Source: an optimization exercise on an open RTL-to-GDS flow (aim: small area). Production flows keep margins and buffers that such runs may drop. Function was checked by simulation only, so behaviour that the tests miss may differ from the original. Power and IR drop assume default switching activity.

==> flow/design.v <==
module aFinalP(
    output [7:0] dr, dg,
    output [7:0] db,
    output [3:0] comm,
    input clk,
    input rst,  
    input [3:0] btn,
    output [7:0] seg,
    output [7:0] score_out
);
    reg [9:0] e;
    reg [5:0] flag;
    reg [7:0] score;
    reg [3:0] pressed;
    reg [3:0] deb;  
    wire pre = &flag;
    wire tick1 = &e[3:0];
    wire [2:0] row = e[6:4];
    reg [3:0] lit;
    always @(*) begin
        case ({flag, row})
        9'd7: lit = 4'd1;
        9'd14: lit = 4'd1;
        9'd21: lit = 4'd1;
        9'd23: lit = 4'd2;
        9'd28: lit = 4'd1;
        9'd30: lit = 4'd2;
        9'd35: lit = 4'd1;
        9'd37: lit = 4'd2;
        9'd39: lit = 4'd4;
        9'd42: lit = 4'd1;
        9'd44: lit = 4'd2;
        9'd46: lit = 4'd4;
        9'd49: lit = 4'd1;
        9'd51: lit = 4'd2;
        9'd53: lit = 4'd4;
        9'd55: lit = 4'd8;
        9'd56: lit = 4'd1;
        9'd58: lit = 4'd2;
        9'd60: lit = 4'd4;
        9'd62: lit = 4'd8;
        9'd65: lit = 4'd2;
        9'd67: lit = 4'd4;
        9'd69: lit = 4'd8;
        9'd72: lit = 4'd2;
        9'd74: lit = 4'd4;
        9'd76: lit = 4'd8;
        9'd81: lit = 4'd4;
        9'd83: lit = 4'd8;
        9'd87: lit = 4'd4;
        9'd88: lit = 4'd4;
        9'd90: lit = 4'd8;
        9'd94: lit = 4'd4;
        9'd97: lit = 4'd8;
        9'd101: lit = 4'd4;
        9'd103: lit = 4'd1;
        9'd104: lit = 4'd8;
        9'd108: lit = 4'd4;
        9'd110: lit = 4'd1;
        9'd115: lit = 4'd4;
        9'd117: lit = 4'd1;
        9'd119: lit = 4'd2;
        9'd122: lit = 4'd4;
        9'd124: lit = 4'd1;
        9'd126: lit = 4'd2;
        9'd129: lit = 4'd4;
        9'd131: lit = 4'd1;
        9'd133: lit = 4'd2;
        9'd135: lit = 4'd8;
        9'd136: lit = 4'd4;
        9'd138: lit = 4'd1;
        9'd140: lit = 4'd2;
        9'd142: lit = 4'd8;
        9'd145: lit = 4'd1;
        9'd147: lit = 4'd2;
        9'd149: lit = 4'd8;
        9'd151: lit = 4'd4;
        9'd152: lit = 4'd1;
        9'd154: lit = 4'd2;
        9'd156: lit = 4'd8;
        9'd158: lit = 4'd4;
        9'd161: lit = 4'd2;
        9'd163: lit = 4'd8;
        9'd165: lit = 4'd4;
        9'd167: lit = 4'd4;
        9'd168: lit = 4'd2;
        9'd170: lit = 4'd8;
        9'd172: lit = 4'd4;
        9'd174: lit = 4'd4;
        9'd175: lit = 4'd8;
        9'd177: lit = 4'd8;
        9'd179: lit = 4'd4;
        9'd181: lit = 4'd4;
        9'd182: lit = 4'd8;
        9'd183: lit = 4'd2;
        9'd184: lit = 4'd8;
        9'd186: lit = 4'd4;
        9'd188: lit = 4'd4;
        9'd189: lit = 4'd8;
        9'd190: lit = 4'd2;
        9'd191: lit = 4'd1;
        9'd193: lit = 4'd4;
        9'd195: lit = 4'd4;
        9'd196: lit = 4'd8;
        9'd197: lit = 4'd2;
        9'd198: lit = 4'd1;
        9'd199: lit = 4'd2;
        9'd200: lit = 4'd4;
        9'd202: lit = 4'd4;
        9'd203: lit = 4'd8;
        9'd204: lit = 4'd2;
        9'd205: lit = 4'd1;
        9'd207: lit = 4'd2;
        9'd209: lit = 4'd4;
        9'd210: lit = 4'd8;
        9'd211: lit = 4'd2;
        9'd212: lit = 4'd1;
        9'd214: lit = 4'd2;
        9'd215: lit = 4'd4;
        9'd216: lit = 4'd4;
        9'd217: lit = 4'd8;
        9'd218: lit = 4'd2;
        9'd219: lit = 4'd1;
        9'd221: lit = 4'd2;
        9'd222: lit = 4'd4;
        9'd223: lit = 4'd1;
        9'd224: lit = 4'd8;
        9'd225: lit = 4'd2;
        9'd226: lit = 4'd1;
        9'd228: lit = 4'd2;
        9'd229: lit = 4'd4;
        9'd230: lit = 4'd1;
        9'd231: lit = 4'd8;
        9'd232: lit = 4'd2;
        9'd233: lit = 4'd1;
        9'd235: lit = 4'd2;
        9'd236: lit = 4'd4;
        9'd237: lit = 4'd1;
        9'd238: lit = 4'd8;
        9'd240: lit = 4'd1;
        9'd242: lit = 4'd2;
        9'd243: lit = 4'd4;
        9'd244: lit = 4'd1;
        9'd245: lit = 4'd8;
        9'd249: lit = 4'd2;
        9'd250: lit = 4'd4;
        9'd251: lit = 4'd1;
        9'd252: lit = 4'd8;
        9'd255: lit = 4'd1;
        9'd256: lit = 4'd2;
        9'd257: lit = 4'd4;
        9'd258: lit = 4'd1;
        9'd259: lit = 4'd8;
        9'd262: lit = 4'd1;
        9'd263: lit = 4'd2;
        9'd264: lit = 4'd4;
        9'd265: lit = 4'd1;
        9'd266: lit = 4'd8;
        9'd269: lit = 4'd1;
        9'd270: lit = 4'd2;
        9'd272: lit = 4'd1;
        9'd273: lit = 4'd8;
        9'd276: lit = 4'd1;
        9'd277: lit = 4'd2;
        9'd279: lit = 4'd4;
        9'd280: lit = 4'd8;
        9'd283: lit = 4'd1;
        9'd284: lit = 4'd2;
        9'd286: lit = 4'd4;
        9'd287: lit = 4'd8;
        9'd290: lit = 4'd1;
        9'd291: lit = 4'd2;
        9'd293: lit = 4'd4;
        9'd294: lit = 4'd8;
        9'd297: lit = 4'd1;
        9'd298: lit = 4'd2;
        9'd300: lit = 4'd4;
        9'd301: lit = 4'd8;
        9'd303: lit = 4'd2;
        9'd304: lit = 4'd1;
        9'd305: lit = 4'd2;
        9'd307: lit = 4'd4;
        9'd308: lit = 4'd8;
        9'd310: lit = 4'd2;
        9'd312: lit = 4'd2;
        9'd314: lit = 4'd4;
        9'd315: lit = 4'd8;
        9'd317: lit = 4'd2;
        9'd319: lit = 4'd1;
        9'd321: lit = 4'd4;
        9'd322: lit = 4'd8;
        9'd324: lit = 4'd2;
        9'd326: lit = 4'd1;
        9'd327: lit = 4'd8;
        9'd328: lit = 4'd4;
        9'd329: lit = 4'd8;
        9'd331: lit = 4'd2;
        9'd333: lit = 4'd1;
        9'd334: lit = 4'd8;
        9'd336: lit = 4'd8;
        9'd338: lit = 4'd2;
        9'd340: lit = 4'd1;
        9'd341: lit = 4'd8;
        9'd345: lit = 4'd2;
        9'd347: lit = 4'd1;
        9'd348: lit = 4'd8;
        9'd352: lit = 4'd2;
        9'd354: lit = 4'd1;
        9'd355: lit = 4'd8;
        9'd359: lit = 4'd2;
        9'd361: lit = 4'd1;
        9'd362: lit = 4'd8;
        9'd366: lit = 4'd2;
        9'd368: lit = 4'd1;
        9'd369: lit = 4'd8;
        9'd373: lit = 4'd2;
        9'd376: lit = 4'd8;
        9'd381: lit = 4'd2;
        9'd388: lit = 4'd2;
        9'd395: lit = 4'd2;
        9'd402: lit = 4'd2;
        9'd409: lit = 4'd2;
        9'd416: lit = 4'd2;
        default: lit = 4'd0;
        endcase
    end
    reg [7:0] endpic;
    always @(*) begin
        case ({flag[1:0], row})
        5'd16: endpic = 8'b11000011;
        5'd17: endpic = 8'b10111101;
        5'd18: endpic = 8'b01111110;
        5'd19: endpic = 8'b01111110;
        5'd20: endpic = 8'b01111110;
        5'd21: endpic = 8'b01111110;
        5'd22: endpic = 8'b10111101;
        5'd23: endpic = 8'b11000011;
        5'd24: endpic = 8'b11000011;
        5'd25: endpic = 8'b10111101;
        5'd26: endpic = 8'b01011010;
        5'd27: endpic = 8'b01101110;
        5'd28: endpic = 8'b01101110;
        5'd29: endpic = 8'b01011010;
        5'd30: endpic = 8'b10111101;
        5'd31: endpic = 8'b11000011;
        5'd0: endpic = 8'b11000011;
        5'd1: endpic = 8'b10111101;
        5'd2: endpic = 8'b01101010;
        5'd3: endpic = 8'b01011110;
        5'd4: endpic = 8'b01011110;
        5'd5: endpic = 8'b01101010;
        5'd6: endpic = 8'b10111101;
        5'd7: endpic = 8'b11000011;
        default: endpic = 8'hFF;
        endcase
    end
    wire chart = (flag <= 6'd53);
    wire [7:0] chart_dr = ~{lit[0], lit[0], lit[1], lit[1], lit[2], lit[2], lit[3], lit[3]};
    assign dr = chart ? chart_dr : (flag == 6'd55 || flag == 6'd56) ? endpic : 8'hFF;
    assign dg = (flag == 6'd54 || flag == 6'd56) ? endpic : 8'hFF;
    assign comm = {1'b1, row & {3{~pre}}};
    assign db = 8'hFF;
    assign score_out = score;
    reg [6:0] segments;
    always @(*) begin
        if (score <= 8'd4) segments = 7'b1000110;        
        else if (score <= 8'd14) segments = 7'b0000011;  
        else if (score <= 8'd20) segments = 7'b0001000;  
        else if (score <= 8'd25) segments = 7'b0010010;  
        else segments = 7'b1111111;
    end
    assign seg = {1'b0, segments};
    reg [3:0] act;
    always @(*) begin
        act[0] = (flag == 6'd8 || flag == 6'd20 || flag == 6'd30 || flag == 6'd15 ||
                  flag == 6'd35 || flag == 6'd39 || flag == 6'd47);
        act[1] = (flag == 6'd10 || flag == 6'd22 || flag == 6'd28 || flag == 6'd33 ||
                  flag == 6'd40 || flag == 6'd45 || flag == 6'd53);
        act[2] = (flag == 6'd12 || flag == 6'd18 || flag == 6'd26 || flag == 6'd28 ||
                  flag == 6'd34 || flag == 6'd42);
        act[3] = (flag == 6'd14 || flag == 6'd24 || flag == 6'd29 || flag == 6'd36 ||
                  flag == 6'd43 || flag == 6'd48);
    end
    always @(posedge clk) begin
        if (rst) begin
            e <= 10'd1016;
            flag <= 6'd63;
            score <= 8'd0;
            pressed <= 4'd0;
            deb <= 4'd0;
        end else begin
            e <= e + 10'd1;
            if (pre) begin
                if (tick1) flag <= 6'd0;
            end else if (e == 10'd511) begin
                if (flag == 6'd53) begin
                    if (score >= 8'd21 && score <= 8'd25) flag <= 6'd56;
                    else if (score >= 8'd15 && score <= 8'd20) flag <= 6'd54;
                    else if (score <= 8'd14) flag <= 6'd55;
                end else if (flag < 6'd53)
                    flag <= flag + 6'd1;
            end
            if (e[6:0] == 7'd92) deb <= btn;
            if (e[6:0] == 7'd93) deb <= deb & btn;
            if (e[6:0] == 7'd111) begin
                if (|(deb & ~pressed & act)) score <= score + 8'd1;
                pressed <= deb & (pressed | act);
            end
        end
    end
endmodule
==> flow/run.sh <==
#!/bin/bash
# synth_recipe.tcl (not shown) runs the flow's synth.tcl, then flattens the netlist and writes it again
# the make line also repeats each setting of config.mk as NAME=value (left out here)
make -C /OpenROAD-flow-scripts/flow DESIGN_CONFIG=/design/flow/config.mk WORK_HOME=/design/flow/orfs CLKGATE_MAP_FILE= SYNTH_SCRIPT=/design/flow/synth_recipe.tcl finish
==> flow/config.mk <==
export PLATFORM = sky130hd
export DESIGN_NAME = aFinalP
export DESIGN_NICKNAME = aFinalP
export VERILOG_FILES = /design/flow/design.v
export SDC_FILE = /design/flow/constraint.sdc
export NUM_CORES = 4
export LEC_CHECK = 0
export ABC_AREA = 1
export CAP_MARGIN = 20
export CORE_MARGIN = 2
export CORE_UTILIZATION = 40
export SLEW_MARGIN = 20
==> flow/constraint.sdc <==
create_clock -name core_clock -period 8.0 [get_ports {clk}]
set_input_delay 1.6000 -clock core_clock [delete_from_list [all_inputs] [get_ports {clk}]]
set_output_delay 1.6000 -clock core_clock [all_outputs]
set_load 0.01 [all_outputs]
==> results_dict.tcl <==
set metrics [dict create \
    status "finished clean" \
    drt-initial-drc-count 304 \
    dieArea_um2 9331 \
    die_y_um 96.60 \
    hold_path_class "flip-flop to flip-flop" \
    synth_edf_count 0 \
    ios 50 \
    ys_warn_count 1 \
    syn2layout_area_growth_pct 13.24 \
    crit_path_max_fanout 22 \
    path_delay_family "buffers and inverters" \
    rows 33 \
    grt_overflow 0 \
    r2r_cells 11 \
    synth_seq_cells 32 \
    gp_congestion 1.072 \
    clock-sinks 32 \
    clk_pin_slew_ps 70 \
    grt_usage 0.2187 \
    grt_pass1_wl_um 16060 \
    synth.avg_cell_area_um2 6.006 \
    final_common_cell "nand2_1" \
    grt_pass1_vias 3341 \
    worstSetupStartpointType "flip-flop" \
    grt_setup_unrepaired "false" \
    htreeDepth 2 \
    synth.top_cells.by_area "nand2_1, dfxtp_1, nand3_1, ha_1, o21ai_0" \
    vdd_drop_max_v 0.0001005 \
    wl_um 9972 \
    hold_depth 2 \
    n_fill_cell 906 \
    cts_resized 0 \
    worstSetupPathDepth 8 \
    hold_slack_ps 476.4 \
    relSlewSlack 0.3559 \
    min_period_ps 5153 \
    viasPerCell 5.317 \
    yosysSeqAreaShare 0.1868 \
    vias 3722 \
    fin_skew_ps 11.35 \
    dr.pass1.iters 4 \
    nets 623 \
    crit_chain "clkinv_1 -> ha_1 -> nand3_2 -> nor2_1 -> a31oi_1 -> o21ai_0 -> nand2_1 -> clkdlybuf4s50_1" \
    clk_latency_ps 280 \
    maxCapViolCount 0 \
    n_antenna_cell 0 \
    portBuffers 39 \
    tightest_slew_ps 963.2 \
    hpwl_um 7743 \
    ant_nets 0 \
    root_buffer "clkbuf_8" \
    start_util 0.4153 \
    layout_common_cells "nand2_1, nand3_1, inv_1" \
    core_area_um2 8258 \
    syn_area_um2 3430 \
    period_share 0.6441 \
    synth-main-ff-cell "dfxtp_1" \
    synth_top_area_frac 0.1970 \
    route.detailed.drc 0 \
    cellPowerDensity_nw_per_um2 84.05 \
    crit_type "flip-flop to output pin" \
    crit_slowest_cell "dfxtp_1" \
    cts_made_buffers 5 \
    die-width_um 96.60 \
    antenna_found_initial 0 \
    synth.largest_area_cell "nand2_1" \
    synth.distinct_cells 43 \
    cts_setup_buffers 0 \
    cts_tree "done" \
    finalSetupViolCount 0 \
    syn_inst 571 \
    hold_violations 0 \
    fmax_mhz 194.1 \
    wl_per_cell_um 14.25 \
    crit_path_end_kind "output pin" \
    slowest_delay_ps 780 \
    postCtsHoldBufs 0 \
    finalSetupTns_ps 0 \
    finalMaxSlewViolations 0 \
    clk_path_buf_depth 2 \
    power_leakage_nw 1.855 \
    async_flop_share 0 \
    required_ps 6400 \
    drive_gt1_frac 0.09244 \
    critPathBufInv 2 \
    grt_max_degree 27 \
    arrival_ps 3550 \
]
[synthesized netlist by cell type (2+ instances only)]
master    count
inv_2        12
xor2_1        8
buf_4        15
o211ai_1      2
buf_2         6
clkbuf_1      5
nand3b_1      2
nand4_1       7
nand3_1      67
a21oi_1      25
o221a_2       4
a21oi_2       9
a211oi_1      4
nand2_2      12
nand2_1     180
a31oi_1       5
conb_1        2
ha_1         23
nor2_4        2
inv_1        42
dfxtp_1      32
buf_1         4
o21ai_1       2
nor3_1        4
nand3_2       4
o21ai_0      34
nor2_1       40
nor2_2        2
xnor2_1       2
nand2_4       2
[per-layer routing]
metal | routed length (µm) | part of all wire | GRT usage | vias to the layer above
li1 | - | - | - | 1897
met1 | 4828 | 0.48 | 0.3064 | 1676
met2 | 4395 | 0.44 | 0.3478 | 128
met3 | 526 | 0.053 | 0.02793 | 21
met4 | 222 | 0.022 | 0.07042 | 0
met5 | 0 | 0 | 0 | -
[final timing paths]
check,startpoint,to,slack [ps]
setup reg to reg,flag[1],score[6],4860
hold reg to reg,pressed[2],pressed[2],480
hold / removal,pressed[2],pressed[2],480
setup / recovery,flag[1],dr[7],2850
[worst reg2reg max path: stages, from the launching register on]
cell and delay [ps]:
dfxtp_1 780, clkinv_1 640, ha_1 480, nand3_2 140, o21ai_0 110, nand2_1 70, nand3_1 190, nand2_2 140
nand3_4 150, nand2_4 180, nand2_2 70, a21oi_2 120
[final cells by class]
type                    instances  area (µm²)  share of cell area
well taps                     105       131.4             0.03383
multi-input cells             461        2425              0.6244
inverters                      55       206.4             0.05316
flip-flops and latches         32       640.6              0.1649
repair buffers                 39       390.4              0.1005
clock buffers                   8       90.09             0.02320
[metrics by stage]
| step | instances | utilization | total power [mW] | setup WS, ps | cell area, µm² |
|---|---|---|---|---|---|
| floorplan | 579 | - | 0.1935 | 4531 | 3460 |
| global placement | 692 | 0.4594 | 0.2015 | 3253 | 3794 |
| detailed placement | 692 | 0.4594 | 0.2014 | 3158 | 3794 |
| CTS | 700 | 0.4703 | 0.3308 | 2839 | 3884 |
| global route | 700 | 0.4703 | 0.3396 | 2503 | 3884 |
| finish | 700 | 0.4703 | 0.3264 | 2847 | 3884 |
[cell families (layout without fill, tap and decap cells)]
group | count (synthesis) | in the layout | synth area share
compound gates | 91 | 91 | 0.1616
other cells | 2 | 10 | 0.002190
simple gates | 327 | 327 | 0.4250
xor+xnor | 10 | 10 | 0.02554
buf+inv | 86 | 102 | 0.1149
flops | 32 | 32 | 0.1868
fa+ha+maj | 23 | 23 | 0.08391
[registers in the layout, indices dropped and copies added (netlist names)]
register	count
deb	4
pressed	4
score	8
flag	6
e	10
[power breakdown]
group	switching [mW]	internal (mW)	total [mW]
Sequential	0.00309	0.161	0.164
Combinational	0.0216	0.0122	0.0338
Clock	0.0582	0.0702	0.128

what the ideal ports hide:
Ports are ideal in the flow. The routed layout listed here was re-timed in OpenROAD.
Step 1: set_driving_cell puts a clkbuf_16 on clk and a buf_2 on each other input, an assumption about the parent block.
Step 2 moves the port delays by t, midway between the first and last clock arrival at a register: inputs arrive t later, outputs are due t later. That takes back most of the time a late clock gives input paths.
a / b / c = no drivers / after step 1 / after step 2; a / b = the first two.
t, ns: 0.300
setup WS [ns]: 2.847 / 2.818 / 3.118
worst setup path after step 2: register to output
slew at the worst register clock pin (ns): 0.07 / 0.07
After both steps setup and hold are still met in this run. The setup slack of this run moves by -0.029 ns with the drivers and by +0.271 ns with both steps.
